What follows belongs to an exercise in optimizing a design on an open flow for small area; a production flow would make more cautious choices.
Only simulation tests tie the RTL to the original design; equivalence was not proved.

===== flow/run.sh =====
#!/bin/bash
# synth_recipe.tcl (not shown) runs the flow's synth.tcl, then flattens the netlist and writes it again
# the make line also repeats each setting of config.mk as NAME=value (left out here)
make -C /OpenROAD-flow-scripts/flow DESIGN_CONFIG=/design/flow/config.mk WORK_HOME=/design/flow/orfs CLKGATE_MAP_FILE= SYNTH_SCRIPT=/design/flow/synth_recipe.tcl finish

===== flow/config.mk =====
export PLATFORM = sky130hd
export DESIGN_NAME = DIS
export DESIGN_NICKNAME = DIS
export VERILOG_FILES = /design/flow/design.v
export SDC_FILE = /design/flow/constraint.sdc
export NUM_CORES = 4
export LEC_CHECK = 0
export CAP_MARGIN = 20
export CORE_MARGIN = 2
export CORE_UTILIZATION = 40
export SLEW_MARGIN = 20

===== flow/design.v =====
module DIS (
    input CLK,  
    input RSTBAR,  
    input TOG,  
    input [15:0] IN,  
    output reg [1:0] ENBAR,  
    output reg [6:0] SEG1,  
    output reg [6:0] SEG2,
    output reg [6:0] SEG3
);
    wire [6:0] curSegs[5:0];  
    reg counter;
    wire [6:0] seglut[0:9];  
    assign seglut[0] = 7'b1000000;
    assign seglut[1] = 7'b1111001;
    assign seglut[2] = 7'b0100100;
    assign seglut[3] = 7'b0110000;
    assign seglut[4] = 7'b0011001;
    assign seglut[5] = 7'b0010010;
    assign seglut[6] = 7'b0000010;
    assign seglut[7] = 7'b1111000;
    assign seglut[8] = 7'b0000000;
    assign seglut[9] = 7'b0010000;
    wire [6:0] minus = 7'b0111111;
    wire [6:0] off = 7'b1111111;
    always @(posedge CLK, negedge RSTBAR) begin
        if (!RSTBAR) begin
            counter = 1'b0;
            ENBAR = 2'b01;
            SEG1 = 7'h7f;
            SEG2 = 7'h7f;
            SEG3 = 7'h7f;
        end
        else begin
            counter = ~counter;
            SEG1 = curSegs[counter];
            SEG2 = curSegs[counter+2];
            SEG3 = curSegs[counter+4];
            ENBAR = ENBAR << 1;
            if (ENBAR == 0)
                ENBAR = 1;
        end
    end
    wire [15:0] mag = TOG && IN[15] ? (~IN) + 1 : IN;
    wire [5:0] signPlace = mag < 10 ? 6'b000010 :
                          mag < 100 ? 6'b000100 :
                         mag < 1000 ? 6'b001000 :
                        mag < 10000 ? 6'b010000 :
                                      6'b100000 ;
    assign curSegs[0] = seglut[mag % 10];
    assign curSegs[1] = (mag/10) > 0 ? seglut[(mag/10) % 10] :
                 TOG && IN[15] && signPlace[1] ? minus : off;
    assign curSegs[2] = (mag/100) > 0 ? seglut[(mag/100) % 10] :
                 TOG && IN[15] && signPlace[2] ? minus : off;
    assign curSegs[3] = (mag/1000) > 0 ? seglut[(mag/1000) % 10] :
                 TOG && IN[15] && signPlace[3] ? minus : off;
    assign curSegs[4] = (mag/10000) > 0 ? seglut[(mag/10000) % 10] :
                 TOG && IN[15] && signPlace[4] ? minus : off;
    assign curSegs[5] = TOG && IN[15] && signPlace[5] ? minus : off;
endmodule

===== flow/constraint.sdc =====
create_clock -name core_clock -period 20.0 [get_ports {CLK}]
set_input_delay 4.0000 -clock core_clock [delete_from_list [all_inputs] [get_ports {CLK}]]
set_output_delay 4.0000 -clock core_clock [all_outputs]
set_load 0.01 [all_outputs]

==> results of run 1 <==
-- Yosys cell counts, types with 10 or more instances --
library cell    n  area share [%]
nand3_1       100             3.9
o21ai_1        20            0.78
or4_1          10            0.59
a211o_1        14            0.96
xor2_1         23             1.6
nand4_1        27             1.3
o2111ai_1      15             1.0
o21ai_0       139             5.5
o31ai_1        31             1.8
inv_1          37             1.1
a32oi_1        11            0.75
o211ai_1       24             1.4
nand2b_1       20            0.98
nand2_1       232             6.8
nor3_1         69             2.7
a2111oi_0      17             1.2
dfstp_2        22             4.5
xnor2_1        81             5.6
o31a_1         10            0.69
nor4_1         26             1.3
a22oi_1        13            0.76
buf_2          20            0.78
and3_1         24             1.2
or3_1          22             1.1
o21a_1         12            0.71
clkbuf_1       92             2.7
a211oi_1       34             2.0
ha_1           22             2.2
or2_2          20            0.98
nor2_1        231             6.8
and4_1         11            0.75
maj3_1         18             1.4
nor2b_1        11            0.54
a21o_1         21             1.2
a31oi_1        50             2.5
a221oi_1       12            0.82
o22ai_1        20            0.98
a21oi_1       161             6.3
and2_1         31             1.5
mux2i_1        39             3.1
-- worst max path at each step --
stage	endpoint	cells past startpoint
floorplan	SEG1[6]	49
global placement	SEG1[6]	46
detailed placement	SEG1[6]	45
CTS	SEG1[2]	43
global route	SEG1[2]	43
finish	SEG1[6]	45
-- flip-flops by register name (all words and copies together), names as in the netlist --
register	cells
SEG2	7
counter	1
SEG3	7
SEG1	7
ENBAR	2
-- per-layer routing --
layer / up-vias / global-route usage (%)
met2: 787 / 44.24
li1: 7681 / -
met5: - / 0
met3: 96 / 2.036
met1: 7541 / 35.79
met4: 0 / 7.452
-- cells by family (layout without fill, tap and decap cells) --
family                     Yosys count  in the layout  synth area share, %
muxes                               47             47                3.853
and+or+nand+nor                    881            881                33.68
xor gates and xnor gates           107            107                7.520
DFF                                 24             24                4.922
AOI/OAI and AO/OA                  754            754                40.94
adders and majority gates           40             40                3.569
buffers and inverters              171            131                5.520
-- cell usage in the layout, fill, tap and decap left out, types with 21 or more instances in the layout --
master,count
dfstp_2,22
ha_1,22
a21o_1,21
and3_1,24
clkdlybuf4s50_1,40
xnor2_1,75
nor2_1,230
a211oi_1,34
inv_1,37
a21oi_1,161
o211ai_1,24
nand2_1,232
and2_1,31
a31oi_1,50
buf_4,42
or3_1,22
nand4_1,27
nand3_1,100
o21ai_0,139
nor4_1,26
nor3_1,68
mux2i_1,39
o31ai_1,31
-- worst max-delay path, delay by kind of cell --
family | cells | cell delay (ps)
xor gates and xnor gates | 1 | 280
buffers and inverters | 4 | 1240
AOI/OAI and AO/OA | 19 | 5460
and+or+nand+nor | 19 | 7410
adders and majority gates | 2 | 710
-- cell type report --
cell class,count,area [sq um]
clock buffers,3,75.07
clock inverters,1,30.03
fillers,3259,17830
inverters,44,165.2
multi-input cells,1829,11520
flip-flops and latches,24,628.1
well taps,402,503.0
repair buffers,83,720.7
==> run notes, run 1 <==
Tcrit/Tclk final - 94.93%
Max FO, Critical Path - 19
hold path cells - 0
share of cells above drive strength 1 - 7.813%
Worst EP arrival - 19160 ps
Req. time, crit path - 20170 ps
final WL - 45150 microns
initial antenna violation count - 0
metal1 wirelength - 19570 microns
Max-Cap Viols - 0
Die Wd - 182.6 microns
number of placement rows - 65
total gr overflow - 0
RSZ-0062 raised after global routing - false
Final nets - 2026
Worst-path clk slew - 60 ps
CP endpoint kind - flop
clock tree buffer depth - 2
Hold Worst Slack - 409.1 ps
gr usage total - 26.23%
DR pass1 iterations - 7
Post-Syn Area - 12760 sq um
maximum clock frequency - 52.67 MHz
CTS sink cnt - 24
setup_tns - 0 ps
CTS H-tree depth - 1
Detail Placement HPWL - 34690 microns
hold_sp - ENBAR[0]
hold-fix buffer count after cts - 0
slew margin rel. - 28.74%
final hold violations - 0
Inserted Clock Buffers - 3
capture point of the worst reg-to-reg path - SEG2[5]
TritonCTS clock tree - built
worst setup margin - 1013 ps
DRT iter0 DRCs - 1928
CP max stage delay - 760 ps
largest net degree at the start of global routing - 33
Hold Path End - ENBAR[1]
register bit total from synthesis - 24
Syn Area/Cell - 6.305 sq um
Inst Count DP - 2382
total number of vias - 16105
ANT nets after route - 0
measured slew at the worst slew-check pin - 1064 ps
Reg2Reg Setup Slack - 18010 ps
gpl congestion - 0.9978
Syn Inst Count - 2024
first-pass GRT wire length - 74090 microns
vias in the first global route - 14659
sequential share of the synthesized area - 4.922%
# setup viols final - 0
post-route insts no fill - 2386
Top Layer Used - met4
yosys warns - 1
Final Skew - 1.580 ps
HP Class - flop to flop
kind of critical path - input port to flop
Synth Net Count - 2065
# DRC - 0
Critical-path top delay cell - nor3b_1
reg2reg start - counter
asr flop ratio synth - 100.0%
P&R area growth vs syn - 6.893%
met3 routed WL - 3442 microns
final antenna diode count - 0
Vias/cell - 6.750
Setup WS pre-CTS - 1165 ps
num ports - 42
core area - 31470 sq um
prevailing post-synth register cell - dfstp_2
clk latency of the worst-skew pair - 260 ps
die area - 33350 sq um
WL/cell - 18.92 microns
Netlist cell types - 115
Placed Area - 13530 sq um
min Tclk post-route - 18990 ps
clock root buffer - clkbuf_16
final number of max-transition violations - 0
r2r worst-path depth - 4
Die Y - 182.6 microns
crit path launch - IN[2]
DR WL met2 - 20890 microns
Gates resized, CTS repair - 0
number of synthesized flops with an enable pin - 0
PortBufs - 41
Initial Util - 40.54%
Worst setup SP type - input port
fin util - 43.34%
final instance area - 13640 sq um
status - no timing/DRC/antenna violations
post-CTS setup buffer count - 0
==> run 2: changes to the inputs <==
==> flow/design.v (replaced) <==
module DIS (
    input CLK,
    input RSTBAR,
    input TOG,
    input [15:0] IN,
    output [1:0] ENBAR,
    output [6:0] SEG1,
    output [6:0] SEG2,
    output [6:0] SEG3
);
    reg p;
    reg neg_r;
    reg in15_r;
    reg [14:0] in_r;
    always @(posedge CLK, negedge RSTBAR)
        if (!RSTBAR) begin
            p <= 1'b0;
            neg_r <= 1'b1;
            in15_r <= 1'b0;
        end else begin
            p <= ~p;
            neg_r <= TOG & IN[15];
            in15_r <= IN[15];
        end
    always @(posedge CLK)
        in_r <= IN[14:0];
    assign ENBAR = {p, ~p};
    wire blank = neg_r & ~in15_r;
    wire [15:0] x = {in15_r, in_r};
    wire [15:0] mag = neg_r ? -x : x;
    function [3:0] dd;
        input [3:0] d;
        case (d)
            4'd0: dd = 4'b0000;
            4'd1: dd = 4'b0001;
            4'd2: dd = 4'b0010;
            4'd3: dd = 4'b0011;
            4'd4: dd = 4'b0100;
            4'd5: dd = 4'b1000;
            4'd6: dd = 4'b1001;
            4'd7: dd = 4'b1010;
            4'd8: dd = 4'b1011;
            4'd9: dd = 4'b1100;
            default: dd = 4'bxxxx;
        endcase
    endfunction
    function [19:0] bcd;
        input [15:0] b;
        integer i, j;
        reg [19:0] r;
        reg [3:0] t;
        reg cy;
        begin
            r = 0;
            for (i = 15; i >= 0; i = i - 1) begin
                cy = b[i];
                for (j = 0; j < 5; j = j + 1) begin
                    t = dd(r[4*j +: 4]);
                    r[4*j +: 4] = {t[2:0], cy};
                    cy = t[3];
                end
            end
            bcd = r;
        end
    endfunction
    wire [19:0] d = bcd(mag);
    wire nz1 = |d[19:4];
    wire nz2 = |d[19:8];
    wire nz3 = |d[19:12];
    wire nz4 = |d[19:16];
    wire [3:0] c0 = blank ? 4'd15 : d[3:0];
    wire [3:0] c1 = nz1 ? d[7:4]   : neg_r ? 4'd10 : 4'd15;
    wire [3:0] c2 = blank ? 4'd15 : nz2 ? d[11:8]  : (neg_r & nz1) ? 4'd10 : 4'd15;
    wire [3:0] c3 = nz3 ? d[15:12] : (neg_r & nz2) ? 4'd10 : 4'd15;
    wire [3:0] c4 = blank ? 4'd15 : nz4 ? d[19:16] : (neg_r & nz3) ? 4'd10 : 4'd15;
    wire [3:0] c5 = (neg_r & nz4) ? 4'd10 : 4'd15;
    function [6:0] seg;
        input [3:0] c;
        case (c)
            4'd0: seg = 7'b1000000;
            4'd1: seg = 7'b1111001;
            4'd2: seg = 7'b0100100;
            4'd3: seg = 7'b0110000;
            4'd4: seg = 7'b0011001;
            4'd5: seg = 7'b0010010;
            4'd6: seg = 7'b0000010;
            4'd7: seg = 7'b1111000;
            4'd8: seg = 7'b0000000;
            4'd9: seg = 7'b0010000;
            4'd10: seg = 7'b0111111;
            default: seg = 7'b1111111;
        endcase
    endfunction
    assign SEG1 = seg(p ? c1 : c0);
    assign SEG2 = seg(p ? c3 : c2);
    assign SEG3 = seg(p ? c5 : c4);
endmodule
--- a/flow/config.mk
+++ b/flow/config.mk
@@ -7,2 +7,3 @@
 export LEC_CHECK = 0
+export ABC_AREA = 1
 export CAP_MARGIN = 20
==> run 2 against run 1 <==
Against the previous run: still clean on timing, DRC and antenna; clock skew is 1.6 ps lower; non-clock buffer count is 42 lower; final cell count is 55% lower.
==> run notes, run 2 <==
status - no timing/DRC/antenna violations
CTS H-tree depth - 1
Final Skew - 0 ps
Max FO, Critical Path - 23
final hold violations - 0
Simple-Gate Fraction of Synth Area - 61.88%
Worst EP arrival - 6830 ps
final instance area - 5291 sq um
max FFs per register - 15
clock root buffer - clkbuf_16
post-synth top area share - 23.73%
register bit total from synthesis - 18
CP endpoint kind - output port
fin util - 46.54%
die area - 12500 sq um
Vias/cell - 4.722
TritonCTS clock tree - built
setup_tns - 0 ps
RSZ-0062 raised after global routing - false
met3 routed WL - 118 microns
Netlist cell types - 38
CP max stage delay - 770 ps
crit path launch - neg_r
first-pass GRT wire length - 18550 microns
Top Layer Used - met4
worst setup margin - 9166 ps
slew margin rel. - 55.21%
Final nets - 955
Setup WS pre-CTS - 9457 ps
sequential share of the synthesized area - 8.098%
Inserted Clock Buffers - 3
CTS sink cnt - 18
Worst setup SP type - flop
CP Depth - 51
cell with the most instances after synthesis - nand2_1
Placed Area - 5213 sq um
HP Class - flop to flop
DRT iter0 DRCs - 235
final number of max-transition violations - 0
Post-Synth XOR/XNOR Area - 1.695%
total number of vias - 5034
commonest non-fill, non-tap cell in the layout - nand2_1
Top reg by flops - in_r
Critical-path top delay cell - dfstp_2
P&R area growth vs syn - 13.77%
Syn Area/Cell - 5.273 sq um
family with the most delay on the worst path - simple AND/OR/NAND/NOR gates
final antenna diode count - 0
Critical path buffers and inverters - 9
Worst-path clk slew - 50 ps
clock tree buffer depth - 2
Initial Util - 40.90%
largest family of logic cells by synthesized area - simple AND/OR/NAND/NOR gates
Synth area leader - nand2_1
measured slew at the worst slew-check pin - 664.9 ps
post-route insts no fill - 1066
number of synthesized flops with an enable pin - 0
Hold Worst Slack - 814.3 ps
PortBufs - 41
gpl congestion - 0.8502
clk latency of the worst-skew pair - 240 ps
final WL - 10020 microns
maximum clock frequency - 92.30 MHz
DR pass1 iterations - 4
asr flop ratio synth - 16.67%
Post-synth top cells - 294 x nand2_1, 97 x nor2_1, 92 x nand3_1, 91 x inv_1, 52 x nand2_2
gr usage total - 16.52%
total gr overflow - 0
number of placement rows - 39
r2r worst-path depth - 1
adder-cell area share of the yosys netlist - 3.228%
yosys warns - 1
hold-fix buffer count after cts - 0
Syn Inst Count - 882
Top cell by count, worst path - nand2_1
Req. time, crit path - 16000 ps
num ports - 42
post-CTS setup buffer count - 0
vias in the first global route - 4464
Die Y - 111.8 microns
Post-Syn Area - 4651 sq um
# DRC - 0
Compound-Gate Fraction of Synth Area - 13.08%
DR WL met2 - 4241 microns
Reg2Reg Setup Slack - 19080 ps
core area - 11370 sq um
min Tclk post-route - 10830 ps
Detail Placement HPWL - 8641 microns
Inst Count DP - 1062
Worst Setup EP - SEG1[3]
Tcrit/Tclk final - 54.17%
initial antenna violation count - 0
largest net degree at the start of global routing - 24
number of fill cells - 1268
WL/cell - 9.396 microns
# setup viols final - 0
share of cells above drive strength 1 - 19.18%
Max-Cap Viols - 0
capture point of the worst reg-to-reg path - p
mux share of post-synthesis cell area - 0%
Die Wd - 111.8 microns
reg2reg start - p
most frequent cells in the layout - 294 x nand2_1, 97 x nor2_1, 92 x nand3_1, 91 x inv_1, 52 x nand2_2
kind of critical path - flop to output port
prevailing post-synth register cell - dfxtp_1
metal1 wirelength - 5610 microns
Synth Net Count - 913
synth top area cells - nand2_1 24%, nand3_1 9.9%, nor2_1 7.8%
ANT nets after route - 0
Gates resized, CTS repair - 0
[run 2: cell count changes in the layout (fill, tap and decap cells not counted), moves of 54 or more]
cell,change
a21oi_1,-132
inv_1,+54
nand2_1,+62
nor2_1,-133
nor3_1,-65
o21ai_0,-123
xnor2_1,-75
[run 2: layout make-up]
cell class	instances	area [sq um]	share of cell area (%)
tap	143	178.9	3.381
inverter	141	531.8	10.05
multi-input combinational	719	3715	70.21
timing repair buffer	41	410.4	7.756
clock buffer	4	78.83	1.490
sequential	18	376.6	7.118
[run 2: worst min-delay path by stage]
| stage | from | to | slack (ps) | cells past startpoint |
|---|---|---|---|---|
| 2_1_floorplan | p | p | 630 | 2 |
| 3_5_place_dp | p | p | 830 | 1 |
| 4_1_cts | p | p | 840 | 1 |
| 3_3_place_gp | p | p | 820 | 1 |
| 6_report | p | p | 810 | 1 |
| 5_1_grt | p | p | 850 | 1 |
[run 2: logic make-up (layout without fill, tap and decap cells)]
family	after synthesis	after routing
buf+inv	145	186
simple gates	609	609
flops	18	18
fa+ha+maj	12	12
compound gates	89	89
xor+xnor	9	9
[run 2: layer usage]
metal / global-route usage (%) / vias to the layer above
met1: 24.59 / 2124
li1: - / 2866
met3: 0.4899 / 4
met5: 0 / -
met4: 2.387 / 0
met2: 27.19 / 40

[separate check: timing with driven ports]
How much do the figures lean on ideal ports? The routed layouts below were timed once more, with nothing changed but the port constraints.
Step 1, drivers: a clkbuf_16 drives CLK and a buf_2 each remaining input, both assumed.
Step 2 also shifts input and output timing later by t, the mid clock arrival at the registers, as if the neighbouring blocks saw the same clock.
a / b / c = no drivers / after step 1 / after step 2; a / b = the first two.
| run | t, ns | setup WS [ns] | worst hold slack (ns) | worst setup path at the end | worst register clock-pin slew, ns |
|---|---|---|---|---|---|
| run 1 | 0.289 | 1.013 / 1.026 / 0.737 | 0.409 / 0.409 / 0.409 | input to register | 0.06 / 0.06 |
| run 2 | 0.268 | 9.166 / 9.139 / 9.406 | 0.814 / 0.814 / 0.814 | register to output | 0.05 / 0.05 |
After both steps setup and hold are still met in every run listed. The setup slack of run 1, which loses most, moves by +0.013 ns with the drivers and by -0.276 ns with both steps.
